What follows belongs to an exercise in optimizing a design on an open flow for small area and a short achievable clock period; a production flow would make more cautious choices.
Only simulation tests tie the RTL to the original design; equivalence was not proved.
Power and IR drop assume default switching activity.

==> design.v <==
module rd_agu (input [2:0] a,
               input [111:0] rf,
               input [6:0] vld,
               input [15:0] pc,
               input [5:0] imm,
               output reg [15:0] q,
               output [6:0] cl,
               output [10:0] ones,
               output [10:0] zeros);
	integer j, i, k, m;
	always @(*) begin
		q = pc & {16{a == 3'd7}};
		for (j = 0; j < 7; j = j + 1)
			q = q | (rf[j*16 +: 16] & {16{(a == j) & vld[j]}});
	end
	reg [6:0] c;
	reg [5:0] g, t;
	reg term;
	always @(*) begin
		g = q[5:0] & imm;
		t = q[5:0] | imm;
		c[0] = 1'b0;
		for (i = 1; i < 7; i = i + 1) begin
			c[i] = 1'b0;
			for (k = 0; k < i; k = k + 1) begin
				term = g[k];
				for (m = k + 1; m < i; m = m + 1)
					term = term & t[m];
				c[i] = c[i] | term;
			end
		end
	end
	reg [10:0] on, ze;
	always @(*) begin
		on[0] = 1'b1;
		ze[0] = 1'b1;
		for (i = 0; i < 10; i = i + 1) begin
			on[i+1] = on[i] & q[6+i];
			ze[i+1] = ze[i] & ~q[6+i];
		end
	end
	assign cl = c;
	assign ones = on;
	assign zeros = ze;
endmodule
module rd (input [2:0] a,
           input [111:0] rf,
           input [6:0] vld,
           input [15:0] pc,
           output reg [15:0] d);
	integer j;
	always @(*) begin
		d = pc & {16{a == 3'd7}};
		for (j = 0; j < 7; j = j + 1)
			d = d | (rf[j*16 +: 16] & {16{(a == j) & vld[j]}});
	end
endmodule
module processor (input clk, rst,
                  output [15:0] imem_addr,
                  input  [15:0] imem_data,
                  output [15:0] dmem_addr,
                  output [15:0] dmem_wdata,
                  output dmem_we,
                  output dmem_re,
                  input  [15:0] dmem_rdata);
wire [15:0] ir = imem_data;
wire [3:0] op = ir[15:12];
wire [2:0] fa = ir[11:9];
wire [2:0] fb = ir[8:6];
wire [2:0] fc = ir[5:3];
wire [1:0] cz = ir[1:0];
wire op_adi  = (op == 4'b0000);
wire op_add  = (op == 4'b0001);
wire op_nand = (op == 4'b0010);
wire op_lhi  = (op == 4'b0011);
wire op_lw   = (op == 4'b0100);
wire op_sw   = (op == 4'b0101);
wire op_beq  = (op == 4'b1000);
wire op_jal  = (op == 4'b1001);
wire op_jlr  = (op == 4'b1010);
wire op_jri  = (op == 4'b1011);
function [16:0] add16(input [15:0] a, input [15:0] b, input ci);
	reg [15:0] g, p, gg, pp;
	integer l, i, m;
	begin
		g = a & b;
		p = a ^ b;
		gg = g;
		pp = p;
		gg[0] = g[0] | (p[0] & ci);
		for (l = 0; l < 4; l = l + 1)
			for (i = 0; i < 16; i = i + 1)
				if ((i >> l) & 1) begin
					m = ((i >> l) << l) - 1;
					gg[i] = gg[i] | (pp[i] & gg[m]);
					pp[i] = pp[i] & pp[m];
				end
		add16 = {gg[15], p ^ {gg[14:0], ci}};
	end
endfunction
reg  [15:0] pc;
reg  [111:0] rf;
reg  [6:0] vld;
reg  cf, zf;
wire pc_rd = op_jal | op_jlr;
wire [2:0] pa = pc_rd ? 3'd7 : (op[3] | op[2]) ? fa : fc;
wire [15:0] p, q;
wire [16:0] ag;
rd rp (.a(pa), .rf(rf), .vld(vld), .pc(pc), .d(p));
wire [6:0] ag_c;
wire [10:0] ag_1, ag_0;
rd_agu rq (.a(fb), .rf(rf), .vld(vld), .pc(pc), .imm(ir[5:0]), .q(q), .cl(ag_c), .ones(ag_1), .zeros(ag_0));
wire ag_inc = ag_c[6] & ~ir[5];
wire ag_dec = ~ag_c[6] & ir[5];
assign ag[5:0] = q[5:0] ^ ir[5:0] ^ ag_c[5:0];
assign ag[15:6] = q[15:6] ^ (({10{ag_inc}} & ag_1[9:0]) | ({10{ag_dec}} & ag_0[9:0]));
assign ag[16] = ir[5] ? ~(ag_dec & ag_0[10]) : (ag_inc & ag_1[10]);
wire [15:0] imm6 = {{10{ir[5]}}, ir[5:0]};
wire [15:0] imm9 = {{7{ir[5]}}, ir[8:0]};
wire sh = op_add & (cz == 2'b11);
wire [15:0] x = p;
wire [15:0] y = op_jri ? imm9 : pc_rd ? 16'd0 : sh ? {q[14:0], 1'b0} : q;
wire [16:0] sum = add16(x, y, pc_rd);
wire [15:0] s = sum[15:0];
wire [15:0] n = ~(x & y);
wire eq = (p == q);
wire cz_ok = (cz == 2'b00) | ((cz == 2'b01) & zf) | ((cz == 2'b10) & cf);
wire sel_s = (op_add & (cz_ok | (cz == 2'b11))) | pc_rd;
wire sel_n = op_nand & cz_ok;
wire taken = op_jal | (op_beq & eq);
wire [16:0] pc_sum = add16(pc, taken ? (op[0] ? imm9 : imm6) : 16'd1, 1'b0);
wire [15:0] pc_seq = pc_sum[15:0];
wire [15:0] wd = (s & {16{sel_s}}) | (ag[15:0] & {16{op_adi}}) |
                 (n & {16{sel_n}}) |
                 (dmem_rdata & {16{op_lw}}) |
                 ({ir[1:0], 14'd0} & {16{op_lhi}});
wire wr_en = op_adi | op_add | op_nand | op_lhi | op_lw | op_jal | op_jlr;
wire wr7 = wr_en & (fa == 3'd7);
wire [15:0] pc_next = wr7 ? wd :
                      op_jlr ? ag[15:0] : op_jri ? s : pc_seq;
integer j;
always @(posedge clk)
	for (j = 0; j < 7; j = j + 1)
		if (wr_en & (fa == j)) rf[j*16 +: 16] <= wd;
always @(posedge clk or posedge rst)
	if (rst) begin
		vld <= 7'd0;
		pc <= 16'd0;
		cf <= 1'b0;
		zf <= 1'b0;
	end else begin
		for (j = 0; j < 7; j = j + 1)
			if (wr_en & (fa == j)) vld[j] <= 1'b1;
		pc <= pc_next;
		if (op_adi | op_add) cf <= op_adi ? ag[16] : (sum[16] & sel_s);
		if (op_adi | op_add | op_nand | op_lw) zf <= ~|wd;
	end
assign imem_addr = pc;
assign dmem_addr = ag[15:0];
assign dmem_wdata = p;
assign dmem_we = op_sw;
assign dmem_re = op_lw;
endmodule
==> flow/run.sh <==
#!/bin/bash
# The standard layout, with plain buf_1 cells (instead of the delay
# buffers buffer_ports picks by default) as the port buffers.
set -euo pipefail
export BUFFER_PORTS_ARGS="-buffer_cell sky130_fd_sc_hd__buf_1"
bash standard.sh > standard_flow.log 2>&1
==> standard.sh <==
#!/bin/bash
# synth_recipe.tcl (not shown) runs the flow's synth.tcl, then flattens the netlist and writes it again
# the make line also repeats each setting of config.mk as NAME=value (left out here)
make -C /OpenROAD-flow-scripts/flow DESIGN_CONFIG=/design/flow/config.mk WORK_HOME=/design/flow/orfs CLKGATE_MAP_FILE= SYNTH_SCRIPT=/design/flow/synth_recipe.tcl "${@:-finish}"
==> config.mk <==
export PLATFORM = sky130hd
export DESIGN_NAME = processor
export DESIGN_NICKNAME = processor
export VERILOG_FILES = /design/flow/design.v
export SDC_FILE = /design/flow/constraint.sdc
export NUM_CORES = 4
export LEC_CHECK = 0
export CAP_MARGIN = 20
export CORE_MARGIN = 2
export CORE_UTILIZATION = 60
export CTS_BUF_LIST = sky130_fd_sc_hd__clkbuf_8
export SETUP_SLACK_MARGIN = 4.5
export SLEW_MARGIN = 20
export SYNTH_HIERARCHICAL = 1
==> constraint.sdc <==
create_clock -name core_clock -period 12.5 [get_ports {clk}]
set_input_delay 2.5000 -clock core_clock [delete_from_list [all_inputs] [get_ports {clk}]]
set_output_delay 2.5000 -clock core_clock [all_outputs]
set_load 0.01 [all_outputs]
==> results of run 1 <==
stage by stage:
| stage | total power [mW] | util, % | setup WS [ns] |
|---|---|---|---|
| final | 1.76 | 70.0 | 4.50 |
| after detailed placement | 1.29 | 63.5 | 3.04 |
| after CTS | 1.68 | 67.5 | 4.48 |
| after global routing | 1.82 | 70.0 | 4.43 |
| after global placement | 1.28 | 63.5 | 3.20 |
| after floorplan | 1.05 | - | 4.78 |
per-module statistics from Yosys (local to each module, per instance):
module     times used  cells  flip-flops and latches  cell area, um2
processor           1    618                     137            7260
rd_agu              1    165                       0            1230
rd                  1    103                       0             798
power groups by stage:
stage | clock (mW) | combinational, mW | sequential (mW)
2_1_floorplan | 0 | 0.445 | 0.609
3_3_place_gp | 0 | 0.647 | 0.633
3_5_place_dp | 0 | 0.659 | 0.633
4_1_cts | 0.374 | 0.679 | 0.625
5_1_grt | 0.393 | 0.799 | 0.632
6_report | 0.374 | 0.749 | 0.633
flip-flops by register name, indices dropped and copies added (netlist names):
register  cells
cf            1
pc           16
rf          112
vld           7
zf            1
worst max-delay path, delay by kind of cell:
kind                       cells  cell delay, ns
buffers and inverters          3            0.58
AOI/OAI and AO/OA              4            1.09
xor gates and xnor gates       1            0.18
and+or+nand+nor                4            0.76
adders and majority gates      1            0.36
placed cells by master, fill, tap and decap left out, types with 11 or more instances in the layout:
master,n
clkbuf_8,17
inv_1,31
xor2_1,24
edfxtp_1,112
a21oi_1,37
nand4_1,23
nand2_1,61
xnor2_1,30
mux2i_1,16
a22oi_1,123
nor2_1,36
or2_2,11
dfrtp_1,25
ha_1,30
o21ai_0,41
buf_4,48
buf_1,75
nor3_1,11
final timing paths:
kind                               startpoint                  to  cells after the start  slack [ns]
max                              imem_data[8]       dmem_addr[10]                     13        4.50
min in group asynchronous                 rst      cf$_DFFE_PP0P_                      3        2.07
min                        vld[4]$_DFFE_PP0P_  vld[4]$_DFFE_PP0P_                      1        0.53
max reg2reg                vld[1]$_DFFE_PP0P_    pc[14]$_DFF_PP0_                     23        6.70
max in group asynchronous                 rst      zf$_DFFE_PP0P_                      3       10.10
min reg2reg                vld[4]$_DFFE_PP0P_  vld[4]$_DFFE_PP0P_                      1        0.53
metal layers:
layer	global-route usage (%)	vias up	share of wire [%]
met5	0	-	0
met1	56.6	4139	36
met3	12.8	216	15
li1	-	3632	-
met2	66.0	849	44
met4	20.8	0	5.4
cell type report:
cell class	instances	area, um2	share of cell area [%]
clock inverters	15	156	1.48
well taps	188	235	2.22
clock buffers	17	234	2.21
inverters	33	124	1.17
flip-flops and latches	137	3990	37.6
multi-input cells	659	5100	48.2
repair buffers	135	756	7.13
timing repair:
action,CTS,global route
setup buffers,10,29
pin swaps,8,12
setup endpoints to repair,41,21
cloned,1,1
resized for setup,39,27
cell families after synthesis:
group	after synthesis
AOI/OAI and AO/OA	302
and+or+nand+nor	235
DFF	137
buffers and inverters	93
xor gates and xnor gates	59
adders and majority gates	42
muxes	16
other	2
==> run_results.csv, run 1 <==
group,metric,value,unit
logic_synthesis,synth.avg_cell_area,10.5,um2
critical_path,end_kind,"output pin",
power,p_per_area,166,mW/mm2
logic_synthesis,syn-instance-count,886,
clock_network,cts_hold_buf,0,
timing,fmax,125,MHz
route,wl_per_cell,30.1,um
clock_network,cts_inserted_buffers,17,
layout,fillers,1164,
timing,finalHoldViolCount,0,
global_route,grt_pass1_wl,51500,um
power,p_leak,3.98,nW
logic_synthesis,netlist.area_leader.share,36.2,%
logic_synthesis,synth_edf_count,112,
logic_synthesis,synthSimpleGateAreaFrac,14.4,%
timing,setup_tns,0,ns
route,vias,8836,
layout,fin_area,0.0106,mm2
route,drc,0,
route,drtIter0Drc,1733,
critical_path,critPathKind,"in2out",
logic_synthesis,ys_ff_latch,137,
route,via_per_inst,7.46,
critical_path,slowest_stage,"maj3_1",
logic_synthesis,yosys-top-cells-count,"a22oi_1, edfxtp_1, nand2_1, nor2_1, o21ai_0",
timing,fin_crit_sh,64.0,%
logic_synthesis,yosysWarnings,9,
die,coreArea,0.0151,mm2
placed_design,gp_congestion,0.976,
timing,rsz0062_at_grt,"false",
timing,slew_headroom,24.5,%
critical_path,max_stage_delay,0.36,ns
clock_network,cts.clk_slew.worst_paths,0.08,ns
placed_design,placed_area,0.00962,mm2
power,peakVddDrop,0.000145,V
placed_design,post-dp-hpwl,24300,um
critical_path,cp_data_arrival_time,5.50,ns
power,power_frac_clock,21.3,%
clock_network,cts_max_level,4,
power,swShare,43.1,%
power,power.internal,999,uW
global_route,first_global_vias,8315,
logic_synthesis,synthTopCellsByArea,"edfxtp_1, a22oi_1, dfrtp_1",
placed_design,dp.cells,1110,
route,drtPass1Iterations,9,
layout,insertedDiodeCount,0,
critical_path,path_cells,"buf_2 -> nor4bb_4 -> buf_4 -> a22o_1 -> a221oi_1 -> nand3_2 -> and2_1 -> maj3_1 -> a21o_4 -> nor2b_4 -> a22oi_1 -> xnor2_2 -> buf_1",
die,num_rows,45,
critical_path,critical_path.startpoint_type,"input port",
timing,drv_slew,0,
die,dieArea,0.0165,mm2
clock_network,cts_tree,"yes",
logic_synthesis,synth_cell_types,74,
logic_synthesis,synth_xor_xnor_area_share,5.56,%
power,share_comb_of_total_power,42.7,%
logic_synthesis,yosys.area.top_type,"edfxtp_1",
layout,nNetsFinal,1056,
job,timing.max_cap.violations,0,
global_route,grt-ovfl-total,0,
route,routed_wl,35600,um
critical_path,crit_path_max_fanout,12,
die,die_x,128,um
critical_path,cp.required,10.00,ns
logic_synthesis,synth_flop_cell,"edfxtp_1",
logic_synthesis,yosysMostFrequentCell,"a22oi_1",
global_route,grt_max_degree,29,
global_route,grt_util_all_layers,43.1,%
logic_synthesis,synth_adder_area_share,6.33,%
layout,layout-drive-gt1-share,17.1,%
clock_network,clockBufferDepth,2,
timing,final-setup-viol-count,0,
logic_synthesis,synth_compound_area_share,23.6,%
timing,timing.hold.ws,0.533,ns
logic_synthesis,yosysSeqAreaShare,42.9,%
timing,worst_pin_slew,1.13,ns
logic_synthesis,synthArstFlopShare,18.2,%
worst_hold_path,min_path_type,"reg2reg",
clock_network,cts_sinks,137,
timing,finalCriticalPeriod,8.00,ns
logic_synthesis,synth_top_family_by_area,"compound AO/OA/AOI/OAI gates",
placed_design,port_buffers,83,
die,ios,84,
logic_synthesis,netlist_area,0.00929,mm2
logic_synthesis,synth.area.mux_share,1.72,%
timing,finalClockSkew,0.0161,ns
status,outcome,"complete, no violations",
die,die_h,128,um
power,seqPwrFrac,36.0,%
layout,area.growth.synth_to_final,14.1,%
clock_network,root_buffer,"clkbuf_8",
die,initial_core_util,61.3,%
layout,final_cells,1184,
route,drtAntennaViolNets,0,
clock_network,clk_latency,0.47,ns
power,p_sw,757,uW
global_route,antenna_found_initial,0,
==> run 2, diff against run 1 <==
--- a/design.v
+++ b/design.v
@@ -33,2 +33,3 @@
 	reg [10:0] on, ze;
+	integer i3;
 	always @(*) begin
@@ -36,8 +37,28 @@
 		ze[0] = 1'b1;
-		for (i = 0; i < 10; i = i + 1) begin
-			on[i+1] = on[i] & q[6+i];
-			ze[i+1] = ze[i] & ~q[6+i];
+		for (i3 = 0; i3 < 10; i3 = i3 + 1) begin
+			on[i3+1] = on[i3] & q[6+i3];
+			ze[i3+1] = ze[i3] & ~q[6+i3];
 		end
 	end
-	assign cl = c;
+	reg [7:0] c6r;
+	reg [5:0] rg, rt;
+	reg c6s, tm;
+	integer j2, k2, m2;
+	always @(*) begin
+		for (j2 = 0; j2 < 8; j2 = j2 + 1) begin
+			rg = (j2 == 7 ? pc[5:0] : rf[j2*16 +: 6]) & imm;
+			rt = (j2 == 7 ? pc[5:0] : rf[j2*16 +: 6]) | imm;
+			c6r[j2] = 1'b0;
+			for (k2 = 0; k2 < 6; k2 = k2 + 1) begin
+				tm = rg[k2];
+				for (m2 = k2 + 1; m2 < 6; m2 = m2 + 1)
+					tm = tm & rt[m2];
+				c6r[j2] = c6r[j2] | tm;
+			end
+		end
+		c6s = c6r[7] & (a == 3'd7);
+		for (j2 = 0; j2 < 7; j2 = j2 + 1)
+			c6s = c6s | (c6r[j2] & (a == j2) & vld[j2]);
+	end
+	assign cl = {c6s, c[5:0]};
 	assign ones = on;
==> run_results.csv, run 2 <==
group,metric,value,unit
logic_synthesis,yosysWarnings,9,
critical_path,critPathKind,"in2out",
worst_hold_path,hold_end,"vld[2]$_DFFE_PP0P_",
die,dieArea,0.0171,mm2
route,via_per_inst,7.35,
timing,drv_slew,0,
layout,nNetsFinal,1129,
route,routed_wl,35600,um
logic_synthesis,synthTopCellsByArea,"edfxtp_1, a22oi_1, dfrtp_1",
clock_network,cts_max_level,4,
logic_synthesis,syn-instance-count,969,
route,drtAntennaViolNets,0,
global_route,grt_pass1_wl,52000,um
layout,reg_top3,"rf: 112 flops, pc: 16 flops, vld: 7 flops",
power,seqPwrFrac,36.6,%
critical_path,r2r-start,"vld[1]$_DFFE_PP0P_",
timing,setup_tns,0,ns
die,die_h,131,um
route,drc,0,
power,power.internal,984,uW
die,ios,84,
logic_synthesis,netlist_area,0.00966,mm2
global_route,grt_util_all_layers,41.5,%
logic_synthesis,yosysSeqAreaShare,41.3,%
power,swShare,43.5,%
layout,insertedDiodeCount,0,
placed_design,post-dp-hpwl,24800,um
clock_network,cts_hold_buf,0,
job,timing.max_cap.violations,0,
die,die_x,131,um
worst_hold_path,holdPathStages,1,
timing,fmax,126,MHz
logic_synthesis,yosys-top-cells-count,"a22oi_1, edfxtp_1, nand2_1, nor2_1, a21oi_1",
placed_design,placed_area,0.0101,mm2
critical_path,critical_path.startpoint_type,"input port",
clock_network,cts_tree,"yes",
timing,fin_crit_sh,63.7,%
layout,largest_reg_flops,112,
global_route,first_global_vias,8825,
global_route,grt_max_degree,28,
clock_network,clk_latency,0.46,ns
clock_network,cts.clk_slew.worst_paths,0.10,ns
layout,area.growth.synth_to_final,14.2,%
timing,finalCriticalPeriod,7.96,ns
logic_synthesis,synth_cell_types,72,
critical_path,end_kind,"output pin",
global_route,antenna_found_initial,0,
status,outcome,"complete, no violations",
critical_path,r2r-end,"zf$_DFFE_PP0P_",
route,drtPass1Iterations,10,
power,p_leak,4.07,nW
clock_network,cts_inserted_buffers,17,
route,vias,9447,
die,initial_core_util,61.0,%
power,share_comb_of_total_power,41.8,%
power,p_per_area,158,mW/mm2
critical_path,reg2regPathDepth,20,
worst_hold_path,min_path_type,"reg2reg",
layout,layout-drive-gt1-share,15.1,%
logic_synthesis,yosysMostFrequentCell,"a22oi_1",
timing,slew_headroom,16.6,%
timing,final-setup-viol-count,0,
route,drtIter0Drc,1728,
power,power_frac_clock,21.6,%
die,coreArea,0.0158,mm2
layout,largest-register,"rf",
timing,finalHoldViolCount,0,
timing,worst_pin_slew,1.25,ns
route,wl_per_cell,27.7,um
worst_hold_path,hold_start,"vld[2]$_DFFE_PP0P_",
logic_synthesis,synthArstFlopShare,18.2,%
critical_path,crit_path_max_fanout,16,
placed_design,port_buffers,83,
logic_synthesis,yosys.area.top_type,"edfxtp_1",
critical_path,reg2reg_slack,6.87,ns
logic_synthesis,synth.avg_cell_area,9.97,um2
logic_synthesis,synth_edf_count,112,
power,p_sw,758,uW
layout,fin_area,0.0110,mm2
layout,final_cell_mix,"a22oi_1, edfxtp_1, buf_1",
critical_path,cp_data_arrival_time,5.46,ns
clock_network,root_buffer,"clkbuf_8",
layout,layout_commonest_cell,"a22oi_1",
placed_design,gp_congestion,0.995,
logic_synthesis,netlist.area_leader.share,34.8,%
logic_synthesis,synth_flop_cell,"edfxtp_1",
global_route,grt-ovfl-total,0,
timing,rsz0062_at_grt,"false",
critical_path,cp.required,10.00,ns
logic_synthesis,ys_ff_latch,137,
power,peakVddDrop,0.000103,V
timing,timing.hold.ws,0.529,ns
clock_network,clockBufferDepth,2,
timing,finalClockSkew,0.0198,ns
die,num_rows,46,
clock_network,cts_sinks,137,
## run 2: cell types whose count changed after synthesis, moves of 6 or more
cell      previous run  this run
nand3_1             12        19
a21oi_1             37        51
nor2_1              43        54
a31oi_1              5        11
clkbuf_1            21        37
## run 2: repair_timing
item	CTS	global route
endpoints found under the setup margin	37	21
pin swaps	8	9
resized for setup	32	29
buffers inserted	14	14
## run 2: metal layers
layer / GRT usage (%) / share of wire, % / vias to the layer above
li1: - / - / 3953
met1: 52.5 / 35 / 4471
met2: 64.5 / 45 / 826
met3: 7.78 / 11 / 197
met4: 29.6 / 8.1 / 0
met5: 0 / 0 / -
## run 2: layout make-up
cell class / count / area, um2
timing repair buffer: 137 / 761
inverter: 38 / 143
tap: 216 / 270
multi-input combinational: 725 / 5430
clock inverter: 15 / 201
clock buffer: 17 / 234
fill: 1272 / 4800
sequential: 137 / 3990
## run 2: logic make-up (layout without fill, tap and decap cells)
| group | Yosys count | count (layout) | synth area share, % |
|---|---|---|---|
| AO/OA/AOI/OAI | 342 | 342 | 25.1 |
| AND/OR/NAND/NOR | 256 | 256 | 14.2 |
| flip-flops | 137 | 137 | 41.3 |
| buffers and inverters | 108 | 207 | 5.42 |
| XOR/XNOR | 59 | 59 | 5.35 |
| adder cells (fa/ha/maj) | 49 | 49 | 6.84 |
| multiplexers | 16 | 16 | 1.66 |
| other | 2 | 3 | 0.0778 |
## run 2: Yosys stat by module, one instance, submodules excluded
module | times used | flip-flops and latches | area [um2]
rd_agu | 1 | 0 | 1600
processor | 1 | 137 | 7260
rd | 1 | 0 | 798
## run 2: worst max-delay path, stage by stage
cell	delay (ns)
clkbuf_4	0.19
nor4bb_4	0.19
buf_4	0.23
a22oi_2	0.28
a41oi_2	0.20
maj3_2	0.36
maj3_2	0.34
maj3_2	0.34
maj3_2	0.34
xnor2_2	0.15
xnor2_1	0.19
buf_2	0.16
## run 2: how the worst max path moves through the flow
stage	from	endpoint	slack, ns	depth (start not counted)
after global placement	imem_data[12]	pc[12]$_DFF_PP0_	3.54	26
after detailed placement	imem_data[12]	pc[12]$_DFF_PP0_	3.31	26
after CTS	imem_data[8]	dmem_addr[5]	4.53	13
after global routing	imem_data[8]	dmem_addr[14]	4.48	12
final	imem_data[7]	dmem_addr[5]	4.54	12
after floorplan	imem_data[8]	dmem_addr[5]	4.83	11
## run 2: power by group through the flow
stage               Combinational (mW)  Clock, mW  Sequential [mW]
global placement                 0.641          0            0.641
global route                     0.779      0.399            0.637
detailed placement               0.659          0            0.642
CTS                              0.680      0.378            0.632
finish                           0.728      0.376            0.637
floorplan                        0.451          0            0.613
## run 2: stage by stage
stage / instances / power [mW] / setup slack [ns] / util, %
after global routing: 1285 / 1.81 / 4.48 / 69.7
final: 1285 / 1.74 / 4.54 / 69.7
after detailed placement: 1224 / 1.30 / 3.31 / 64.0
after global placement: 1224 / 1.28 / 3.54 / 64.0
after floorplan: 970 / 1.06 / 4.83 / -
after CTS: 1270 / 1.69 / 4.53 / 68.0
==> run 3, diff against run 2 <==
--- a/design.v
+++ b/design.v
@@ -42,23 +42,3 @@
 	end
-	reg [7:0] c6r;
-	reg [5:0] rg, rt;
-	reg c6s, tm;
-	integer j2, k2, m2;
-	always @(*) begin
-		for (j2 = 0; j2 < 8; j2 = j2 + 1) begin
-			rg = (j2 == 7 ? pc[5:0] : rf[j2*16 +: 6]) & imm;
-			rt = (j2 == 7 ? pc[5:0] : rf[j2*16 +: 6]) | imm;
-			c6r[j2] = 1'b0;
-			for (k2 = 0; k2 < 6; k2 = k2 + 1) begin
-				tm = rg[k2];
-				for (m2 = k2 + 1; m2 < 6; m2 = m2 + 1)
-					tm = tm & rt[m2];
-				c6r[j2] = c6r[j2] | tm;
-			end
-		end
-		c6s = c6r[7] & (a == 3'd7);
-		for (j2 = 0; j2 < 7; j2 = j2 + 1)
-			c6s = c6s | (c6r[j2] & (a == j2) & vld[j2]);
-	end
-	assign cl = {c6s, c[5:0]};
+	assign cl = c;
 	assign ones = on;
@@ -146,3 +126,3 @@
 wire [15:0] n = ~(x & y);
-wire eq = (p == q);
+wire eq = ~|(x ^ y);
 wire cz_ok = (cz == 2'b00) | ((cz == 2'b01) & zf) | ((cz == 2'b10) & cf);
@@ -153,10 +133,12 @@
 wire [15:0] pc_seq = pc_sum[15:0];
-wire [15:0] wd = (s & {16{sel_s}}) | (ag[15:0] & {16{op_adi}}) |
-                 (n & {16{sel_n}}) |
-                 (dmem_rdata & {16{op_lw}}) |
-                 ({ir[1:0], 14'd0} & {16{op_lhi}});
+wire [15:0] v = (s & {16{sel_s | op_jri}} & ~{16{op_jlr}}) | (ag[15:0] & {16{op_adi | op_jlr}}) |
+                (n & {16{sel_n}}) |
+                (dmem_rdata & {16{op_lw}}) |
+                ({ir[1:0], 14'd0} & {16{op_lhi}});
+wire [15:0] wd = op_jlr ? pc_seq : v;
 wire wr_en = op_adi | op_add | op_nand | op_lhi | op_lw | op_jal | op_jlr;
-wire wr7 = wr_en & (fa == 3'd7);
-wire [15:0] pc_next = wr7 ? wd :
-                      op_jlr ? ag[15:0] : op_jri ? s : pc_seq;
+wire a7 = (fa == 3'd7);
+wire wr7 = wr_en & a7;
+wire use_v = (wr7 & ~op_jlr) | (op_jlr & ~a7) | op_jri;
+wire [15:0] pc_next = use_v ? v : pc_seq;
 integer j;
@@ -176,3 +158,3 @@
 		if (op_adi | op_add) cf <= op_adi ? ag[16] : (sum[16] & sel_s);
-		if (op_adi | op_add | op_nand | op_lw) zf <= ~|wd;
+		if (op_adi | op_add | op_nand | op_lw) zf <= ~|v;
 	end
==> flow/run.sh (replaced) <==
#!/bin/bash
# The standard layout with three changes: plain buf_1 cells (instead of the
# delay buffers buffer_ports picks by default) as the port buffers, clkbuf_8
# clock buffers, and no dummy loads on the clock tree.
set -euo pipefail
export BUFFER_PORTS_ARGS="-buffer_cell sky130_fd_sc_hd__buf_1"
export CTS_ARGS="-sink_clustering_enable -repair_clock_nets -buf_list sky130_fd_sc_hd__clkbuf_8 -dont_use_dummy_load"
bash standard.sh > standard_flow.log 2>&1
--- a/config.mk
+++ b/config.mk
@@ -10,3 +10,2 @@
 export CORE_UTILIZATION = 60
-export CTS_BUF_LIST = sky130_fd_sc_hd__clkbuf_8
 export SETUP_SLACK_MARGIN = 4.5
==> run_results.csv, run 3 <==
group,metric,value,unit
clock_network,cts_max_level,4,
logic_synthesis,yosysWarnings,9,
power,swShare,40.0,%
clock_network,root_buffer,"clkbuf_8",
die,die_h,126,um
route,via_per_inst,7.37,
logic_synthesis,synth.avg_cell_area,10.6,um2
power,power.internal,972,uW
layout,largest-register,"rf",
power,p_total,1.62,mW
layout,final_cells,1157,
route,vias,8526,
critical_path,cp_data_arrival_time,5.39,ns
power,p_sw,648,uW
die,ios,84,
critical_path,critical_path.startpoint_type,"input port",
clock_network,cts_hold_buf,0,
logic_synthesis,synth_flop_cell,"edfxtp_1",
placed_design,gp_congestion,1.01,
critical_path,crit_path_start,"imem_data[8]",
global_route,grt-busiest-layer,"met2",
timing,setup_tns,0,ns
clock_network,clk_latency,0.45,ns
layout,seq_area,0.00399,mm2
layout,layout_commonest_cell,"a22oi_1",
critical_path,cp.required,10.00,ns
logic_synthesis,yosys.area.top_type,"edfxtp_1",
clock_network,cts_sinks,137,
timing,rsz0062_at_grt,"false",
clock_network,cts_inserted_buffers,17,
die,die_x,126,um
global_route,grt_max_degree,26,
timing,slew_headroom,35.3,%
power,seqPwrFrac,38.6,%
logic_synthesis,synthArstFlopShare,18.2,%
timing,finalHoldViolCount,0,
logic_synthesis,synthTopCellsByArea,"edfxtp_1, a22oi_1, dfrtp_1",
die,coreArea,0.0146,mm2
power,p_per_area,152,mW/mm2
logic_synthesis,yosysSeqAreaShare,44.4,%
critical_path,critPathKind,"in2out",
timing,worst_pin_slew,0.969,ns
logic_synthesis,synth_cell_types,76,
clock_network,cts.clk_slew.worst_paths,0.06,ns
critical_path,slowest_stage,"and4b_4",
worst_hold_path,min_path_type,"reg2reg",
layout,multi_input_area,0.00509,mm2
timing,drv_slew,0,
placed_design,port_buffers,83,
global_route,use_met2,62.2,%
timing,fmax,127,MHz
route,wl_per_cell,28.2,um
clock_network,clockBufferDepth,2,
timing,finalClockSkew,0.0367,ns
layout,area.growth.synth_to_final,18.5,%
logic_synthesis,netlist_area,0.00899,mm2
power,p_leak,3.97,nW
route,drc,0,
power,power_frac_clock,16.1,%
global_route,antenna_found_initial,0,
layout,nNetsFinal,1048,
logic_synthesis,synth_edf_count,112,
logic_synthesis,yosysMostFrequentCell,"a22oi_1",
worst_hold_path,hold_start,"cf$_DFFE_PP0P_",
global_route,met1_usage,52.6,%
placed_design,dp.cells,1074,
logic_synthesis,ys_ff_latch,137,
layout,largest_reg_flops,112,
layout,final_cell_mix,"a22oi_1, edfxtp_1, buf_1",
route,drtPass1Iterations,8,
critical_path,path_cells,"clkbuf_4 -> and4b_4 -> a22oi_2 -> a41oi_4 -> o21ai_1 -> a31oi_2 -> maj3_2 -> a21o_4 -> nor2b_4 -> a22oi_1 -> xnor2_1 -> buf_1",
power,peakVddDrop,0.000108,V
layout,reg_top3,"rf: 112 flops, pc: 16 flops, vld: 7 flops",
logic_synthesis,yosys-top-cells-count,"a22oi_1, edfxtp_1, nor2_1, a21oi_1, nand2_1",
route,routed_wl,32600,um
route,drtIter0Drc,1478,
job,timing.max_cap.violations,0,
global_route,grt-ovfl-total,0,
logic_synthesis,syn-instance-count,844,
layout,fillers,1000,
critical_path,crit_path_max_fanout,16,
power,share_comb_of_total_power,45.3,%
clock_network,cts_tree,"yes",
die,dieArea,0.0160,mm2
die,num_rows,44,
layout,insertedDiodeCount,0,
global_route,grt_util_all_layers,39.9,%
critical_path,max_stage_delay,0.58,ns
logic_synthesis,netlist.area_leader.share,37.4,%
timing,fin_crit_sh,63.1,%
critical_path,end_kind,"output pin",
route,drtAntennaViolNets,0,
timing,finalCriticalPeriod,7.89,ns
global_route,grtUsageMet3,11.9,%
timing,final-setup-viol-count,0,
layout,layout-drive-gt1-share,22.3,%
global_route,grt_pass1_wl,47800,um
global_route,first_global_vias,7958,
die,initial_core_util,61.6,%
status,outcome,"complete, no violations",
critical_path,r2r-start,"vld[4]$_DFFE_PP0P_",
placed_design,post-dp-hpwl,22000,um
[run 3: power by group through the flow]
stage                     Combinational, mW  Clock [mW]  Sequential [mW]
final                                 0.734       0.261            0.625
after global routing                  0.782       0.278            0.624
after CTS                             0.655       0.259            0.617
after detailed placement              0.584           0            0.625
after global placement                0.575           0            0.625
after floorplan                       0.399           0            0.609
[run 3: critical path, delay by kind of cell]
kind	cells	cell delay (ns)
buffers and inverters	2	0.39
adders and majority gates	1	0.26
xor gates and xnor gates	1	0.26
AOI/OAI and AO/OA	6	1.14
and+or+nand+nor	2	0.81
[run 3: final cells by class]
class	count	area share [%]
clock buffer	17	2.20
inverter	30	1.08
multi-input combinational	626	47.9
sequential	137	37.5
tap	184	2.16
timing repair buffer	163	9.24
[run 3: metrics by stage]
stage	worst slack (ns)	instance area [um2]	hold WS (ns)	util, %
after floorplan	4.54	9000	0.446	-
after CTS	4.52	10100	0.540	69.4
after detailed placement	2.37	9350	0.505	64.1
after global placement	2.61	9350	0.509	64.1
final	4.61	10600	0.525	73.0
after global routing	4.47	10600	0.553	73.0
[run 3: modules after synthesis, one instance, submodules excluded]
module,cells inside,cell area (um2),times used,flops+latches
rd,103,798,1,0
processor,576,6960,1,137
rd_agu,165,1230,1,0
[run 3: layer usage]
layer	routed length, um	vias up	part of all wire (%)
met3	4580	137	14
met1	11600	4116	36
li1	-	3549	-
met4	1460	0	4.5
met5	0	-	0
met2	14900	724	46
[run 3: repair_timing]
action / 4_1_cts / 5_1_grt
hold endpoints to repair: 0 / 0
setup endpoints to repair: 149 / 101
resized for setup: 76 / 51
buffers inserted: 30 / 32
gates cloned: 2 / 2
pin swaps: 25 / 27
[run 3: cell families after synthesis]
| kind of cell | count (synthesis) | share of synthesized area [%] |
|---|---|---|
| fa+ha+maj | 42 | 6.54 |
| mux | 14 | 1.59 |
| buf+inv | 84 | 5.11 |
| xor+xnor | 42 | 4.09 |
| simple gates | 242 | 15.5 |
| flops | 137 | 44.4 |
| compound gates | 281 | 22.7 |
| other cells | 2 | 0.0836 |
[run 3: worst paths after layout]
path | end | slack (ns) | depth (start not counted)
max | dmem_addr[15] | 4.61 | 12
min | cf$_DFFE_PP0P_ | 0.53 | 2
max reg2reg | rf[111]$_DFFE_PP_ | 6.63 | 22
min reg2reg | cf$_DFFE_PP0P_ | 0.53 | 2
max in group asynchronous | pc[4]$_DFF_PP0_ | 9.94 | 2
min in group asynchronous | cf$_DFFE_PP0P_ | 2.13 | 2
==> run 4, diff against run 3 <==
--- a/design.v
+++ b/design.v
@@ -1,19 +1,9 @@
-module rd_agu (input [2:0] a,
-               input [111:0] rf,
-               input [6:0] vld,
-               input [15:0] pc,
-               input [5:0] imm,
-               output reg [15:0] q,
-               output [6:0] cl,
-               output [10:0] ones,
-               output [10:0] zeros);
-	integer j, i, k, m;
-	always @(*) begin
-		q = pc & {16{a == 3'd7}};
-		for (j = 0; j < 7; j = j + 1)
-			q = q | (rf[j*16 +: 16] & {16{(a == j) & vld[j]}});
-	end
-	reg [6:0] c;
+module agu_carry (input [15:0] q,
+                  input [5:0] imm,
+                  output reg [6:0] c,
+                  output reg [10:0] ones,
+                  output reg [10:0] zeros);
 	reg [5:0] g, t;
 	reg term;
+	integer i, k, m;
 	always @(*) begin
@@ -32,15 +22,11 @@
 	end
-	reg [10:0] on, ze;
-	integer i3;
+	integer n;
 	always @(*) begin
-		on[0] = 1'b1;
-		ze[0] = 1'b1;
-		for (i3 = 0; i3 < 10; i3 = i3 + 1) begin
-			on[i3+1] = on[i3] & q[6+i3];
-			ze[i3+1] = ze[i3] & ~q[6+i3];
+		ones[0] = 1'b1;
+		zeros[0] = 1'b1;
+		for (n = 0; n < 10; n = n + 1) begin
+			ones[n+1] = ones[n] & q[6+n];
+			zeros[n+1] = zeros[n] & ~q[6+n];
 		end
 	end
-	assign cl = c;
-	assign ones = on;
-	assign zeros = ze;
 endmodule
@@ -112,3 +98,4 @@
 wire [10:0] ag_1, ag_0;
-rd_agu rq (.a(fb), .rf(rf), .vld(vld), .pc(pc), .imm(ir[5:0]), .q(q), .cl(ag_c), .ones(ag_1), .zeros(ag_0));
+rd rq (.a(fb), .rf(rf), .vld(vld), .pc(pc), .d(q));
+agu_carry agc (.q(q), .imm(ir[5:0]), .c(ag_c), .ones(ag_1), .zeros(ag_0));
 wire ag_inc = ag_c[6] & ~ir[5];
==> run_results.csv, run 4 <==
group,metric,value,unit
layout,insertedDiodeCount,0,
logic_synthesis,synth.avg_cell_area,10.7,um2
logic_synthesis,synth_edf_count,112,
worst_hold_path,hold_start,"vld[4]$_DFFE_PP0P_",
logic_synthesis,syn-instance-count,831,
timing,final-setup-viol-count,0,
logic_synthesis,yosys.area.top_type,"edfxtp_1",
die,coreArea,0.0145,mm2
clock_network,cts_max_level,4,
die,dieArea,0.0159,mm2
worst_hold_path,min_path_type,"reg2reg",
layout,area.growth.synth_to_final,23.4,%
layout,largest-register,"rf",
timing,fmax,123,MHz
power,p_per_area,154,mW/mm2
logic_synthesis,synth_cell_types,75,
timing,finalClockSkew,0.0336,ns
logic_synthesis,ys_ff_latch,137,
power,p_leak,4.13,nW
critical_path,cp-endpoint,"dmem_addr[13]",
route,vias,8830,
layout,reg_top3,"rf: 112 flops, pc: 16 flops, vld: 7 flops",
critical_path,reg2reg_slack,6.36,ns
placed_design,port_buffers,83,
job,timing.max_cap.violations,0,
logic_synthesis,synth_flop_cell,"edfxtp_1",
timing,drv_slew,0,
die,initial_core_util,61.3,%
critical_path,crit_path_max_fanout,10,
global_route,antenna_found_initial,0,
layout,nNetsFinal,1078,
route,drc,0,
route,via_per_inst,7.44,
timing,worst_pin_slew,0.966,ns
status,outcome,"complete, no violations",
clock_network,cts.clk_slew.worst_paths,0.06,ns
route,wl_per_cell,29.8,um
global_route,grt-busiest-layer,"met2",
layout,largest_reg_flops,112,
global_route,grt_util_all_layers,41.1,%
global_route,grt_pass1_wl,48300,um
route,drtAntennaViolNets,0,
logic_synthesis,synthArstFlopShare,18.2,%
die,num_rows,44,
global_route,grt_max_degree,26,
layout,layout_commonest_cell,"a22oi_1",
logic_synthesis,yosysSeqAreaShare,44.7,%
placed_design,dp_slack,2.19,ns
route,drtPass1Iterations,10,
layout,final_cells,1187,
timing,worst_slack,4.39,ns
timing,fin_crit_sh,64.9,%
placed_design,dp.cells,1061,
die,die_x,126,um
critical_path,critPathKind,"in2out",
global_route,grtUsageMet3,12.1,%
critical_path,cp_data_arrival_time,5.61,ns
clock_network,cts_tree,"yes",
timing,rsz0062_at_grt,"false",
power,peakVddDrop,0.0000918,V
placed_design,post-dp-hpwl,22200,um
clock_network,cts_sinks,137,
timing,finalCriticalPeriod,8.11,ns
timing,timing.hold.ws,0.518,ns
layout,fin_area,0.0110,mm2
layout,layout-drive-gt1-share,26.8,%
logic_synthesis,synthTopCellsByArea,"edfxtp_1, a22oi_1, dfrtp_1",
logic_synthesis,yosys-top-cells-count,"a22oi_1, edfxtp_1, nor2_1, a21oi_1, xnor2_1",
placed_design,placed_area,0.00923,mm2
global_route,grt-ovfl-total,0,
clock_network,cts_hold_buf,0,
layout,final_cell_mix,"a22oi_1, edfxtp_1, buf_4",
clock_network,clockBufferDepth,2,
route,drtIter0Drc,1596,
logic_synthesis,yosysWarnings,9,
critical_path,critical_path.startpoint_type,"input port",
placed_design,gp_congestion,1.03,
die,ios,84,
critical_path,crit_path_start,"imem_data[7]",
critical_path,r2r-end,"rf[95]$_DFFE_PP_",
global_route,met1_usage,52.0,%
route,routed_wl,35300,um
critical_path,end_kind,"output pin",
power,p_total,1.70,mW
global_route,first_global_vias,8107,
clock_network,clk_latency,0.44,ns
global_route,use_met2,63.4,%
critical_path,cp.required,10.00,ns
logic_synthesis,netlist.area_leader.share,37.7,%
logic_synthesis,yosysMostFrequentCell,"a22oi_1",
clock_network,root_buffer,"clkbuf_8",
layout,final_util,75.7,%
critical_path,r2r-start,"vld[3]$_DFFE_PP0P_",
timing,setup_tns,0,ns
logic_synthesis,netlist_area,0.00892,mm2
die,die_h,126,um
critical_path,reg2regPathDepth,24,
timing,slew_headroom,33.8,%
clock_network,cts_inserted_buffers,17,
timing,finalHoldViolCount,0,
run 4: cell count changes in the layout (fill, tap and decap cells not counted), sizes merged, moves of 3 or more:
cell	previous run	this run
nand4	21	32
clkbuf	20	23
nor4	10	7
nand2	43	32
a22o	6	0
a221oi	8	3
inv	30	26
buf	160	197
nor2b	13	9
a22oi	133	148
run 4: repair_timing:
item	4_1_cts	5_1_grt
endpoints found under the hold margin	0	0
gates cloned	3	3
pin swaps	27	39
buffers inserted	53	50
gates resized for setup	87	68
setup endpoints to repair	157	96
run 4: critical path: stages:
cell and delay (ns):
buf_6 0.12, and4b_2 0.27, buf_12 0.15, a22oi_1 0.21, nand4_1 0.13, buf_4 0.19
o21ai_0 0.40, o311ai_4 0.17, o31ai_4 0.23, a31oi_2 0.14, buf_4 0.17, nor2b_4 0.19
buf_6 0.15, a22oi_1 0.08, xnor2_1 0.29, buf_2 0.19
run 4: metal layers:
metal  wire length, um  vias up
met5                 0        -
met1             12200     4201
met4              2710        0
met2             15600      783
li1                  -     3610
met3              4840      236
run 4: worst min path at each step:
stage	slack, ns	to	depth (start not counted)
after floorplan	0.45	vld[2]$_DFFE_PP0P_	1
after global placement	0.47	vld[2]$_DFFE_PP0P_	1
after detailed placement	0.47	vld[2]$_DFFE_PP0P_	1
after CTS	0.51	vld[4]$_DFFE_PP0P_	1
after global routing	0.54	vld[0]$_DFFE_PP0P_	1
final	0.52	vld[4]$_DFFE_PP0P_	1
run 4: final cells by class:
class	count	area, um2
clock buffers	17	234
inverters	26	103
multi-input cells	620	5080
flip-flops and latches	137	3990
repair buffers	203	1370
well taps	184	230
fillers	1022	3530
run 4: modules after synthesis (local to each module, per instance):
module     cells  area [um2]  times used  flops+latches
processor    577        7030           1            137
rd           103         798           2              0
agu_carry     48         294           1              0
run 4: cells by family after synthesis:
family	Yosys count	synth area share (%)
buffers and inverters	79	5.43
AND/OR/NAND/NOR	232	15.0
adder cells (fa/ha/maj)	40	6.34
XOR/XNOR	43	4.22
AO/OA/AOI/OAI	284	22.5
flip-flops	137	44.7
other	2	0.0842
multiplexers	14	1.60
run 4: power breakdown:
group / leakage [nW] / switching, mW / total, mW / internal, mW
clock network: 0.122 / 0.140 / 0.260 / 0.120
registers: 1.32 / 0.0693 / 0.628 / 0.558
logic: 2.69 / 0.477 / 0.812 / 0.335
total: 4.13 / 0.687 / 1.70 / 1.01
==> run 5, diff against run 4 <==
--- a/design.v
+++ b/design.v
@@ -22,10 +22,16 @@
 	end
-	integer n;
+	reg [9:0] po, pz;
+	integer l2, n, r;
 	always @(*) begin
-		ones[0] = 1'b1;
-		zeros[0] = 1'b1;
-		for (n = 0; n < 10; n = n + 1) begin
-			ones[n+1] = ones[n] & q[6+n];
-			zeros[n+1] = zeros[n] & ~q[6+n];
-		end
+		po = q[15:6];
+		pz = ~q[15:6];
+		for (l2 = 0; l2 < 4; l2 = l2 + 1)
+			for (n = 0; n < 10; n = n + 1)
+				if ((n >> l2) & 1) begin
+					r = ((n >> l2) << l2) - 1;
+					po[n] = po[n] & po[r];
+					pz[n] = pz[n] & pz[r];
+				end
+		ones = {po, 1'b1};
+		zeros = {pz, 1'b1};
 	end
@@ -120,3 +126,3 @@
 wire [15:0] pc_seq = pc_sum[15:0];
-wire [15:0] v = (s & {16{sel_s | op_jri}} & ~{16{op_jlr}}) | (ag[15:0] & {16{op_adi | op_jlr}}) |
+wire [15:0] v = (s & {16{sel_s | op_jri}}) | (ag[15:0] & {16{op_adi}}) |
                 (n & {16{sel_n}}) |
@@ -124,3 +130,3 @@
                 ({ir[1:0], 14'd0} & {16{op_lhi}});
-wire [15:0] wd = op_jlr ? pc_seq : v;
+wire [15:0] wd = v;
 wire wr_en = op_adi | op_add | op_nand | op_lhi | op_lw | op_jal | op_jlr;
@@ -128,4 +134,5 @@
 wire wr7 = wr_en & a7;
-wire use_v = (wr7 & ~op_jlr) | (op_jlr & ~a7) | op_jri;
-wire [15:0] pc_next = use_v ? v : pc_seq;
+wire use_v = wr7 | op_jri;
+wire use_ag = op_jlr & ~a7;
+wire [15:0] pc_next = use_v ? v : use_ag ? ag[15:0] : pc_seq;
 integer j;
@@ -145,3 +152,3 @@
 		if (op_adi | op_add) cf <= op_adi ? ag[16] : (sum[16] & sel_s);
-		if (op_adi | op_add | op_nand | op_lw) zf <= ~|v;
+		if (op_adi | op_add | op_nand | op_lw) zf <= ~|wd;
 	end
--- a/config.mk
+++ b/config.mk
@@ -10,3 +10,3 @@
 export CORE_UTILIZATION = 60
-export SETUP_SLACK_MARGIN = 4.5
+export SETUP_SLACK_MARGIN = 4.2
 export SLEW_MARGIN = 20
==> run_results.csv, run 5 <==
group,metric,value,unit
global_route,antenna_found_initial,0,
logic_synthesis,ys_ff_latch,137,
clock_network,clockBufferDepth,2,
critical_path,reg2reg_slack,6.46,ns
worst_hold_path,hold_start,"vld[6]$_DFFE_PP0P_",
timing,worst_slack,4.31,ns
clock_network,cts.clk_slew.worst_paths,0.07,ns
critical_path,cp.required,10.00,ns
logic_synthesis,netlist_area,0.00900,mm2
logic_synthesis,yosys.area.top_type,"edfxtp_1",
logic_synthesis,synth_edf_count,112,
placed_design,gp_congestion,1.05,
route,drtAntennaViolNets,0,
global_route,grt_pass1_wl,46500,um
global_route,grt-ovfl-total,0,
clock_network,cts_max_level,4,
timing,rsz0062_at_grt,"true",
layout,insertedDiodeCount,0,
clock_network,clk_latency,0.47,ns
critical_path,r2r-end,"pc[15]$_DFF_PP0_",
clock_network,cts_tree,"yes",
layout,fillers,1129,
timing,worst_pin_slew,1.22,ns
placed_design,dp_slack,2.72,ns
timing,final-setup-viol-count,0,
layout,layout_commonest_cell,"a22oi_1",
route,routed_wl,31800,um
status,outcome,"complete, no violations",
placed_design,placed_area,0.00931,mm2
timing,drv_slew,0,
power,p_sw,643,uW
placed_design,dp.cells,1064,
route,vias,8242,
layout,reg_top3,"rf: 112 flops, pc: 16 flops, vld: 7 flops",
logic_synthesis,netlist.area_leader.share,37.4,%
timing,finalClockSkew,0.0434,ns
clock_network,cts_sinks,137,
power,power_frac_clock,16.9,%
timing,fmax,122,MHz
critical_path,cp_data_arrival_time,5.69,ns
job,timing.max_cap.violations,0,
clock_network,cts_inserted_buffers,17,
clock_network,root_buffer,"clkbuf_8",
timing,slew_headroom,18.5,%
die,coreArea,0.0146,mm2
die,ios,84,
power,swShare,41.1,%
layout,nNetsFinal,998,
worst_hold_path,min_path_type,"reg2reg",
placed_design,port_buffers,83,
worst_hold_path,hold_end,"vld[6]$_DFFE_PP0P_",
layout,fin_area,0.00994,mm2
logic_synthesis,synth_flop_cell,"edfxtp_1",
power,p_per_area,157,mW/mm2
power,seqPwrFrac,40.1,%
timing,setup_tns,0,ns
die,dieArea,0.0160,mm2
global_route,grt_util_all_layers,39.4,%
global_route,first_global_vias,7653,
critical_path,end_kind,"output pin",
placed_design,post-dp-hpwl,21900,um
timing,fin_crit_sh,65.5,%
timing,timing.hold.ws,0.510,ns
logic_synthesis,yosys-top-cells-count,"a22oi_1, edfxtp_1, nor2_1, o21ai_0, a21oi_1",
power,p_leak,3.67,nW
layout,final_cells,1107,
route,wl_per_cell,28.7,um
die,num_rows,44,
logic_synthesis,syn-instance-count,843,
route,drtPass1Iterations,6,
logic_synthesis,synthTopCellsByArea,"edfxtp_1, a22oi_1, dfrtp_1",
global_route,grt_max_degree,28,
logic_synthesis,synthArstFlopShare,18.2,%
die,initial_core_util,61.7,%
logic_synthesis,yosysWarnings,9,
logic_synthesis,yosysMostFrequentCell,"a22oi_1",
route,drc,0,
power,share_comb_of_total_power,43.0,%
logic_synthesis,synth_cell_types,77,
layout,layout-drive-gt1-share,14.7,%
worst_hold_path,holdPathStages,1,
route,via_per_inst,7.45,
layout,area.growth.synth_to_final,10.5,%
layout,final_cell_mix,"a22oi_1, edfxtp_1, buf_1",
critical_path,reg2regPathDepth,22,
logic_synthesis,synth.avg_cell_area,10.7,um2
critical_path,critical_path.startpoint_type,"input port",
critical_path,crit_path_max_fanout,10,
power,power.internal,920,uW
die,die_h,126,um
power,peakVddDrop,0.000138,V
clock_network,cts_hold_buf,0,
die,die_x,126,um
layout,largest_reg_flops,112,
route,drtIter0Drc,1159,
critical_path,r2r-start,"vld[4]$_DFFE_PP0P_",
timing,finalCriticalPeriod,8.19,ns
timing,finalHoldViolCount,0,
logic_synthesis,yosysSeqAreaShare,44.3,%
critical_path,critPathKind,"in2out",
layout,largest-register,"rf",
==> run 5: cell types whose count changed in the layout (fill, tap and decap cells not counted), moves of 6 or more <==
| cell | change |
|---|---|
| mux2i_1 | +12 |
| buf_6 | -13 |
| ha_1 | +15 |
| xor2_1 | +6 |
| nand2_1 | +9 |
| nor2_1 | -13 |
| xnor2_1 | -14 |
| nand2b_1 | +6 |
| a22oi_2 | -7 |
| ha_4 | -12 |
| buf_4 | -70 |
| o22ai_1 | -9 |
| o21ai_0 | +23 |
| buf_1 | +8 |
==> run 5: per-stage QoR <==
step	power, mW	util [%]
2_1_floorplan	1.02	-
3_3_place_gp	1.23	63.7
3_5_place_dp	1.24	63.8
4_1_cts	1.52	66.9
5_1_grt	1.63	68.2
6_report	1.56	68.2
==> run 5: area by class of cell <==
class                      count  area (um2)  area share (%)
multi-input combinational    623        4780            48.1
sequential                   137        3990            40.1
timing repair buffer         120         609            6.13
clock buffer                  17         234            2.35
tap                          184         230            2.32
inverter                      26        97.6           0.981
==> run 5: per-layer routing <==
layer	global-route usage, %	share of wire, %	vias to the layer above
met2	61.0	45	684
met4	20.1	5.9	0
li1	-	-	3459
met1	52.2	37	3945
met3	9.03	12	154
met5	0	0	-
==> run 5: how the worst max path moves through the flow <==
stage / to / from / cells after the start / slack [ns]
after floorplan: pc[15]$_DFF_PP0_ / imem_data[12] / 24 / 4.71
after global placement: dmem_addr[8] / imem_data[8] / 12 / 3.05
after detailed placement: pc[15]$_DFF_PP0_ / imem_data[13] / 22 / 2.72
after CTS: dmem_addr[10] / imem_data[8] / 12 / 4.20
after global routing: dmem_addr[13] / imem_data[6] / 13 / 4.18
final: dmem_addr[12] / imem_data[6] / 13 / 4.31
==> run 5: kinds of logic after synthesis <==
family | count (synthesis) | synth area share [%]
AO/OA/AOI/OAI | 290 | 22.2
flip-flops | 137 | 44.3
multiplexers | 21 | 2.35
buffers and inverters | 85 | 5.58
adder cells (fa/ha/maj) | 40 | 6.29
XOR/XNOR | 39 | 3.96
AND/OR/NAND/NOR | 229 | 15.2
other | 2 | 0.0835
==> run 5: worst max-delay path, cell delays in order <==
cell,delay (ns)
buf_2,0.26
and4bb_4,0.33
a22oi_1,0.19
nand4_1,0.35
a21oi_1,0.37
a211oi_2,0.11
o31ai_2,0.35
a31oi_4,0.22
nor2b_4,0.21
a22oi_1,0.32
xor2_2,0.27
inv_1,0.07
buf_1,0.14
==> run 5: power by group through the flow <==
stage,Sequential (mW),Clock [mW],Combinational (mW)
4_1_cts,0.624,0.262,0.630
5_1_grt,0.629,0.283,0.716
2_1_floorplan,0.613,0,0.404
3_3_place_gp,0.632,0,0.600
6_report,0.627,0.265,0.672
3_5_place_dp,0.633,0,0.610
==> run 5: timing repair <==
action                     4_1_cts  5_1_grt
setup endpoints to repair       52       19
resized for setup               37       17
buffers inserted                14       11
cloned                           0        1
pin swaps                        5        6
==> run 5: modules after synthesis, one instance, submodules excluded <==
module / flops+latches / cells inside / times used / area (um2)
processor: 137 / 592 / 1 / 7110
rd: 0 / 103 / 2 / 798
agu_carry: 0 / 45 / 1 / 285
==> run 6, diff against run 5 <==
--- a/config.mk
+++ b/config.mk
@@ -9,3 +9,3 @@
 export CORE_MARGIN = 2
-export CORE_UTILIZATION = 60
+export CORE_UTILIZATION = 70
 export SETUP_SLACK_MARGIN = 4.2
==> run_results.csv, run 6 <==
group,metric,value,unit
status,outcome,"complete, no violations",
critical_path,path_cells,"buf_2 -> and4bb_4 -> a22oi_1 -> nand4_1 -> a21oi_2 -> a211oi_2 -> o31ai_2 -> a31oi_2 -> buf_4 -> nor2b_4 -> a22oi_1 -> xor2_1 -> inv_1 -> buf_1",
clock_network,cts_sinks,137,
layout,final_cells,1093,
layout,largest-register,"rf",
placed_design,dp.cells,1056,
timing,finalClockSkew,0.0233,ns
logic_synthesis,yosysSeqAreaShare,44.3,%
logic_synthesis,synthArstFlopShare,18.2,%
global_route,grt-ovfl-total,0,
placed_design,gp_congestion,1.01,
layout,nNetsFinal,996,
logic_synthesis,synth_cell_types,77,
worst_hold_path,min_path_type,"reg2reg",
route,wl_per_cell,28.9,um
route,routed_wl,31600,um
logic_synthesis,yosys.area.top_type,"edfxtp_1",
die,coreArea,0.0126,mm2
critical_path,cp.required,10.00,ns
timing,fin_crit_sh,66.7,%
timing,drv_slew,0,
clock_network,clk_latency,0.46,ns
die,die_x,117,um
global_route,grt_util_all_layers,45.1,%
logic_synthesis,yosys-top-cells-count,"a22oi_1, edfxtp_1, nor2_1, o21ai_0, a21oi_1",
timing,timing.hold.ws,0.527,ns
layout,area.growth.synth_to_final,9.79,%
route,vias,8509,
worst_hold_path,hold_start,"vld[5]$_DFFE_PP0P_",
timing,fmax,120,MHz
global_route,antenna_found_initial,0,
critical_path,critPathKind,"in2out",
die,dieArea,0.0138,mm2
clock_network,root_buffer,"clkbuf_8",
global_route,first_global_vias,8147,
timing,finalCriticalPeriod,8.34,ns
layout,final_cell_mix,"a22oi_1, edfxtp_1, buf_1",
logic_synthesis,yosysMostFrequentCell,"a22oi_1",
die,die_h,117,um
critical_path,max_stage_delay,0.41,ns
timing,worst_pin_slew,1.13,ns
clock_network,cts_inserted_buffers,17,
clock_network,cts_tree,"yes",
placed_design,post-dp-hpwl,22000,um
critical_path,crit_path_max_fanout,16,
critical_path,crit_top_cell,"a22oi_1",
global_route,grt_max_degree,28,
logic_synthesis,synth.avg_cell_area,10.7,um2
power,p_leak,3.66,nW
die,num_rows,41,
critical_path,critical_path.startpoint_type,"input port",
timing,slew_headroom,24.8,%
logic_synthesis,ys_ff_latch,137,
power,peakVddDrop,0.000138,V
layout,insertedDiodeCount,0,
logic_synthesis,syn-instance-count,843,
route,drtPass1Iterations,9,
clock_network,cts_max_level,4,
logic_synthesis,netlist_area,0.00900,mm2
critical_path,crit_path_start,"imem_data[6]",
die,ios,84,
timing,finalHoldViolCount,0,
layout,largest_reg_flops,112,
timing,final-setup-viol-count,0,
job,timing.max_cap.violations,0,
clock_network,cts_hold_buf,0,
critical_path,slowest_stage,"xor2_1",
route,drtAntennaViolNets,0,
logic_synthesis,netlist.area_leader.share,37.4,%
route,via_per_inst,7.78,
layout,layout-drive-gt1-share,14.1,%
logic_synthesis,synthTopCellsByArea,"edfxtp_1, a22oi_1, dfrtp_1",
route,drtIter0Drc,1540,
critical_path,reg2regPathDepth,21,
critical_path,end_kind,"output pin",
critical_path,cp_data_arrival_time,5.84,ns
timing,rsz0062_at_grt,"false",
layout,layout_commonest_cell,"a22oi_1",
critical_path,r2r-start,"vld[4]$_DFFE_PP0P_",
global_route,grt_pass1_wl,47100,um
logic_synthesis,synth_edf_count,112,
critical_path,reg2reg_slack,6.64,ns
worst_hold_path,holdPathStages,1,
die,initial_core_util,71.6,%
placed_design,port_buffers,83,
route,drc,0,
clock_network,cts.clk_slew.worst_paths,0.07,ns
timing,setup_tns,0,ns
logic_synthesis,synth_flop_cell,"edfxtp_1",
power,p_total,1.58,mW
logic_synthesis,yosysWarnings,9,
clock_network,clockBufferDepth,2,
power,p_per_area,160,mW/mm2
layout,reg_top3,"rf: 112 flops, pc: 16 flops, vld: 7 flops",
[run 6: cell count changes in the layout (fill, tap and decap cells not counted), sizes merged]
cell and delta:
buf -3, clkbuf +1
[run 6: Yosys stat by module (local to each module, per instance)]
module / area, um2 / cells inside
rd: 798 / 103
processor: 7110 / 592
agu_carry: 285 / 45
[run 6: power breakdown]
part	internal [mW]	switching, mW
Sequential	0.559	0.0828
Clock	0.120	0.149
Combinational	0.242	0.425
Total	0.920	0.658
[run 6: cell type report]
cell class	count	area, um2
clock buffer	17	234
fill	816	2690
inverter	26	97.6
multi-input combinational	623	4750
sequential	137	3990
tap	172	215
timing repair buffer	118	594
[run 6: cell families after synthesis]
| family | share of synthesized area [%] |
|---|---|
| DFF | 44.3 |
| muxes | 2.35 |
| xor gates and xnor gates | 3.96 |
| and+or+nand+nor | 15.2 |
| AOI/OAI and AO/OA | 22.2 |
| adders and majority gates | 6.29 |
| buffers and inverters | 5.58 |
| other | 0.0835 |
[run 6: metrics by stage]
stage / util (%) / instance area, um2 / worst slack [ns]
after floorplan: - / 9000 / 4.71
after global placement: 73.8 / 9270 / 2.97
after detailed placement: 73.8 / 9280 / 2.61
after CTS: 77.1 / 9690 / 4.13
after global routing: 78.6 / 9880 / 4.16
final: 78.6 / 9880 / 4.16
[run 6: final timing paths]
kind	endpoint
min in group asynchronous	vld[6]$_DFFE_PP0P_
max	dmem_addr[12]
max in group asynchronous	pc[9]$_DFF_PP0_
min	vld[5]$_DFFE_PP0P_
max reg2reg	pc[14]$_DFF_PP0_
min reg2reg	vld[5]$_DFFE_PP0P_
[run 6: repair_timing]
item	CTS	global route
gates resized for setup	40	20
cloned	0	1
pin swaps	3	8
endpoints found under the setup margin	39	18
setup buffers	7	11
[run 6: worst max-delay path: cells and delay by family]
| kind | cells | cell delay, ns |
|---|---|---|
| AO/OA/AOI/OAI | 6 | 1.32 |
| AND/OR/NAND/NOR | 3 | 0.91 |
| buffers and inverters | 4 | 0.69 |
| XOR/XNOR | 1 | 0.41 |
[run 6: metal layers]
| metal | GRT usage [%] | up-vias | share of wire, % |
|---|---|---|---|
| li1 | - | 3456 | - |
| met1 | 55.9 | 3912 | 33 |
| met2 | 67.8 | 894 | 44 |
| met3 | 14.4 | 247 | 14 |
| met4 | 30.1 | 0 | 8.5 |
| met5 | 0 | - | 0 |

==> afterwards: timing with drivers on the ports <==
How much do the figures lean on ideal ports? The routed layouts below were timed once more, with nothing changed but the port constraints. Step 1: set_driving_cell puts a clkbuf_16 on clk and a buf_2 on each other input, an assumption about the parent block. Step 2 moves the port delays by t, midway between the first and last clock arrival at a register: inputs arrive t later, outputs are due t later. That takes back most of the time a late clock gives input paths. a / b / c = ideal / step 1 / step 2; a / b = the first two.
| run | t (ns) | setup slack, ns | worst setup path at the end | slew at the worst register clock pin (ns) |
|---|---|---|---|---|
| run 1 | 0.506 | 4.503 / 4.472 / 4.296 | input to register | 0.10 / 0.10 |
| run 2 | 0.492 | 4.541 / 4.515 / 4.274 | input to register | 0.10 / 0.10 |
| run 3 | 0.470 | 4.606 / 4.582 / 4.212 | input to register | 0.09 / 0.09 |
| run 4 | 0.455 | 4.388 / 4.340 / 4.126 | input to register | 0.09 / 0.09 |
| run 5 | 0.488 | 4.309 / 4.283 / 4.117 | input to register | 0.09 / 0.09 |
| run 6 | 0.482 | 4.160 / 4.139 / 3.979 | input to register | 0.08 / 0.08 |
After both steps setup and hold are still met in every run listed. For run 3, which loses most, drivers alone change the setup slack by -0.024 ns; drivers and shift together by -0.394 ns.
